This is an optimization exercise on Yosys and OpenROAD, whose aim is small area and a short achievable clock period, not a production implementation. No run shown here included a check of the RTL's function; only the layout flow was run. Power is estimated from default activity; no workload was simulated.

## flow/design.v (module list and top-level ports; edited modules follow where they fit)
// module jmb_fifo: 16 lines
// module jmb_9x9_window: 85 lines
// module jmb_9x9_filter: 4143 lines
module jmb_9x9_filter #(
  parameter integer pixel_width = 8,
  parameter integer image_width = 64
) (
  input  wire valid_in,
  input  wire ready_in,
  input  wire clock,
  input  wire reset_n,
  input  wire [pixel_width-1:0] data_in,
  output wire valid_out,
  output wire ready_out,
  output wire [pixel_width-1:0] data_out
);
  // ...
==> flow/flow/run.sh <==
#!/bin/bash
# The standard layout (standard.sh: the standard flow's synthesis and ORFS flow, unchanged
# SDC and floorplan settings) with these make-variable overrides:
#  - timing repair aims at a setup slack of 8.7 ns instead of 0,
#  - port buffers are buf_4 (the default pick is a slow delay cell),
#  - CTS without dummy balancing loads, sinks clustered 30 per leaf buffer
#    within 60 um.
# make's full output goes to make_finish.log, each step's to orfs/logs/.
set -euo pipefail
bash standard.sh \
  SETUP_SLACK_MARGIN=8.7 \
  "BUFFER_PORTS_ARGS=-buffer_cell sky130_fd_sc_hd__buf_4" \
  "CTS_ARGS=-sink_clustering_enable -repair_clock_nets -dont_use_dummy_load -sink_clustering_size 30 -sink_clustering_max_diameter 60" \
  finish > make_finish.log 2>&1
==> flow/standard.sh <==
#!/bin/bash
# synth_recipe.tcl (not shown) runs the flow's synth.tcl, then flattens the netlist and writes it again
# the make line also repeats each setting of config.mk as NAME=value (left out here)
make -C /OpenROAD-flow-scripts/flow DESIGN_CONFIG=/design/flow/config.mk WORK_HOME=/design/flow/orfs CLKGATE_MAP_FILE= SYNTH_SCRIPT=/design/flow/synth_recipe.tcl "${@:-finish}"
==> flow/config.mk <==
export PLATFORM = sky130hd
export DESIGN_NAME = jmb_9x9_filter
export DESIGN_NICKNAME = jmb_9x9_filter
export VERILOG_FILES = /design/flow/design.v
export SDC_FILE = /design/flow/constraint.sdc
export NUM_CORES = 4
export LEC_CHECK = 0
export CAP_MARGIN = 20
export CORE_MARGIN = 2
export CORE_UTILIZATION = 40
export SLEW_MARGIN = 20
==> flow/constraint.sdc <==
create_clock -name core_clock -period 12.5 [get_ports {clock}]
set_input_delay 2.5000 -clock core_clock [delete_from_list [all_inputs] [get_ports {clock}]]
set_output_delay 2.5000 -clock core_clock [all_outputs]
set_load 0.01 [all_outputs]
==> qor.yml, run 1 <==
status:
  status: "finished clean"
drt:
  vias: 83700
  drt.antenna.violating_nets: 0
  firstDrtPassIters: 8
clock_tree:
  clk_pin_slew_ns: 0.10
  cts_resized: 108
  cts_tree: "built"
logic_synthesis:
  yosysSeqAreaShare: 0.600
  synth.distinct_cells: 54
cells_and_area:
  clock_buffers: 283
  antenna_cells: 1
  finalNetCount: 11400
  multi_input_area_um2: 52100
  fin_area_um2: 157000
  area_share_clock_buf_inv: 0.0452
placement:
  place.gp.congestion: 0.846
sta:
  slew_headroom: 0.309
power_and_ir_drop:
  p_clk_mw: 8.38
  power_frac_comb: 0.032
  totalPowerFinal_mw: 22.9
critical_path:
  end_kind: "flop"
  worstPathMaxFanout: 237
  cpPeakStageDelay_ns: 0.62
  r2r-start: "window.line.r[6]"
  cp.required_ns: 13.32
floorplan:
  core_um2: 359000
grt:
  gr-usage-met1: 0.225
==> run 2, diff against run 1 <==
==> flow/flow/run.sh (replaced) <==
#!/bin/bash
# The standard layout (standard.sh: the standard flow's synthesis and ORFS flow, unchanged
# SDC) with these make-variable overrides:
#  - timing repair aims at a setup slack of 8.8 ns instead of 0,
#  - the buffers ABC put in are removed at floorplan (REMOVE_ABC_BUFFERS)
#    instead of running the pre-placement timing repair,
#  - port buffers are buf_4 (the default pick is a slow delay cell),
#  - CTS without dummy balancing loads, sinks clustered 30 per leaf buffer
#    within 60 um.
# make's full output goes to make_finish.log, each step's to orfs/logs/.
set -euo pipefail
bash standard.sh \
  SETUP_SLACK_MARGIN=8.8 \
  REMOVE_ABC_BUFFERS=1 \
  "BUFFER_PORTS_ARGS=-buffer_cell sky130_fd_sc_hd__buf_4" \
  "CTS_ARGS=-sink_clustering_enable -repair_clock_nets -dont_use_dummy_load -sink_clustering_size 30 -sink_clustering_max_diameter 60" \
  finish > make_finish.log 2>&1
--- a/flow/config.mk
+++ b/flow/config.mk
@@ -7,5 +7,5 @@
 export LEC_CHECK = 0
 export CAP_MARGIN = 20
 export CORE_MARGIN = 2
-export CORE_UTILIZATION = 40
+export CORE_UTILIZATION = 55
 export SLEW_MARGIN = 20
==> qor.yml, run 2 <==
cells_and_area:
  area_delta_synth_final_pct: 6.62
  drive_above_1_share: 0.0383
  mostFrequentLayoutCells: "dfxtp_1 (4318), a22o_1 (4040), fa_1 (652)"
  finalNetCount: 11300  # -0.43%
  reg_top3: "window.line.r (4144), p1 (139), p2 (36)"
  final_common_cell: "dfxtp_1"
  fillCellCount: 21000
  top_register: "window.line.r"
  largest_reg_flops: 4144
sta:
  setup_tns_ns: 0
  hold_viol_final: 0
  drv_slew: 0
  whs_ns: 0.381
  setup_viol: 0
  worst_pin_slew_ns: 0.972
  slew_headroom: 0.352  # +0.0428
  worst_slack_ns: 8.63
  min_period_over_period: 0.310
  fin_crit_ns: 3.87
  rsz0062_at_grt: "true"
  fmax_mhz: 258
  finalClockSkew_ns: 0.104
floorplan:
  start_util: 0.551
  rows: 188
  io_pins: 22
  die_y_um: 516
  die_x_um: 516
  dieArea_um2: 267000
  core_um2: 262000  # -27%
logic_synthesis:
  yosys.area.top_type: "dfxtp_1"
  yosys-top-cells-count: "dfxtp_1 (4329), a22o_1 (4040), clkbuf_1 (941)"
  synth_top_area_share: 0.600
  async_flop_share: 0
  ys.warnings.count: 2
  synthTopCellsByArea: "dfxtp_1 (60%), a22o_1 (25%), fa_1 (9.0%)"
  syn_area_um2: 144000
  yosysSeqAreaShare: 0.600  # unchanged
  yosysMostFrequentCell: "dfxtp_1"
  synth_edf_count: 0
  netlist_instances: 11200
  synth.distinct_cells: 54  # unchanged
  ys.flop_type: "dfxtp_1"
  avgSynthCellArea_um2: 12.9
  ys_ff_latch: 4329
clock_tree:
  cts_tree: "built"
  htree_levels: 4
  clk_pin_slew_ns: 0.09  # about the same
  clk_latency_ns: 0.93
  clockBufferDepth: 4
  clock_sinks: 4329
  cts_root_buf: "clkbuf_16"
  numCtsBuffers: 231
critical_path:
  cp_top_family: "flip-flops"
  crit_arrival_ns: 1.37
  r2r-start: "window.line.r[1530]"
  reg2regPathDepth: 8
  cpPeakStageDelay_ns: 0.36  # -0.26 ns
  cp-start-kind: "flop"
  cp.buffers_inverters: 1
  reg2reg_slack_ns: 8.88
  r2r-end: "p1[12]"
  worstPathMaxFanout: 2  # -99%
  end_kind: "output pin"
  cp.required_ns: 10.00  # -3.32 ns
  startpoint: "data_out_r[2]"
  crit_path_cell_trace: "buf_6"
  path_class: "reg2out"
  slowest_stage: "dfxtp_4"
status:
  status: "finished clean"
grt:
  grt_max_degree: 251
  grt.overflow.total: 0
  antenna_found_initial: 3
  grt_pass1_vias: 82200
  grt_first_pass_wirelength_um: 454000
  grtUsageTotal: 0.205
min_path:
  whs_path_depth: 1
  min_to: "window.line.r[3773]"
  hold_class: "reg2reg"
  hold_start: "window.line.r[3765]"
power_and_ir_drop:
  power.leakage_nw: 57.8
  power.density_nw_per_um2: 143
  ir_drop_mv: 0.118
placement:
  place.gp.congestion: 0.854  # +0.96%
  pre_cts_ws_ns: 6.68
  post-dp-hpwl_um: 164000
  port-buffer-count: 21
drt:
  vias: 83500  # -0.23%
  wl_per_cell_um: 20.2
  detail_route.iter0.violations: 5972
  drc: 0
  firstDrtPassIters: 5  # -3
  drt-total-wl_um: 285000
  detail_route.vias_per_cell: 5.91
  drt.antenna.violating_nets: 0  # unchanged
job:
  drv_cap: 0
==> run 2: cell type report <==
cell class,count,area (um^2),share of cell area
clock buffers,231,5780,0.0375
inverters,554,2080,0.0135
diodes,2,5.00,0.0000325
repair buffers,146,2940,0.0191
well taps,3515,4400,0.0286
multi-input cells,5352,52100,0.338
flip-flops and latches,4329,86700,0.563
==> run 2: per-stage QoR <==
| step | util | instance area (um^2) | power, mW | instances |
|---|---|---|---|---|
| after detailed placement | 0.558 | 146000 | 14.8 | 13800 |
| after global placement | 0.558 | 146000 | 14.7 | 13800 |
| after CTS | 0.586 | 153000 | 22.3 | 14100 |
| final | 0.588 | 154000 | 22.0 | 14100 |
| after global routing | 0.588 | 154000 | 22.8 | 14100 |
| after floorplan | - | 141000 | 14.7 | 10200 |
==> run 2: what timing repair did <==
item                                     CTS  global route
hold buffers                               0             0
pin swaps                                  3             0
resized for setup                         94            65
gates cloned                              28            19
endpoints found under the setup margin  3932          2169
buffers inserted                          18             1
==> run 2: power breakdown <==
| group | leakage [nW] | internal (mW) | switching [mW] |
|---|---|---|---|
| sequential | 34.9 | 13.8 | 0.0201 |
| combinational | 20.1 | 0.179 | 0.555 |
| clock | 2.85 | 3.27 | 4.17 |
| total | 57.8 | 17.3 | 4.74 |
==> run 2: layer usage <==
| metal | up-vias | track usage | share of wire | routed length, um |
|---|---|---|---|---|
| li1 | 39900 | - | - | - |
| met1 | 42300 | 0.296 | 0.48 | 136000 |
| met2 | 955 | 0.327 | 0.46 | 132000 |
| met3 | 365 | 0.0252 | 0.032 | 9250 |
| met4 | 0 | 0.0545 | 0.025 | 7090 |
| met5 | - | 0 | 0 | 0 |
==> run 2: kinds of logic after synthesis <==
group,after synthesis,share of synthesized area
fa+ha+maj,694,0.0940
mux,1,0.0000693
compound gates,4368,0.258
flops,4329,0.600
xor+xnor,11,0.000667
simple gates,273,0.00776
buf+inv,1516,0.0397
==> run 2: worst max-delay path by stage <==
stage	endpoint	slack, ns	cells after the start
6_report	data_out[2]	8.63	1
5_1_grt	data_out[2]	8.56	1
4_1_cts	data_out[2]	8.53	1
3_5_place_dp	window.line.r[3763]	6.68	6
3_3_place_gp	window.line.r[3250]	6.74	6
2_1_floorplan	data_out_r[6]	-66.74	4

## port drivers added, routing unchanged
The results above use ideal ports. As a check the final layouts listed here were re-extracted and re-timed, cells and wires unchanged. Step 1 sets driving cells, clkbuf_16 on the clock port and buf_2 on the other inputs (assumed; they add their load-dependent delay and slew). Step 2 adds t to the input delays and takes it off the output delays; t is the mean of the earliest and latest rising clock arrival at the registers after step 1. Input paths then give back, and output paths get back, about the clock's delay inside the block. Three values: ideal ports, drivers, drivers and shift; two values: the first two.
run	shift t [ns]	setup slack, ns	worst setup path at the end	worst register clock-pin slew, ns
run 1	0.977	8.603 / 8.512 / 7.695	input to register	0.11 / 0.11
run 2	0.966	8.630 / 8.539 / 7.742	input to register	0.11 / 0.11
After both steps setup and hold are still met in every run listed. The setup slack of run 1, which loses most, moves by -0.091 ns with the drivers and by -0.908 ns with both steps.
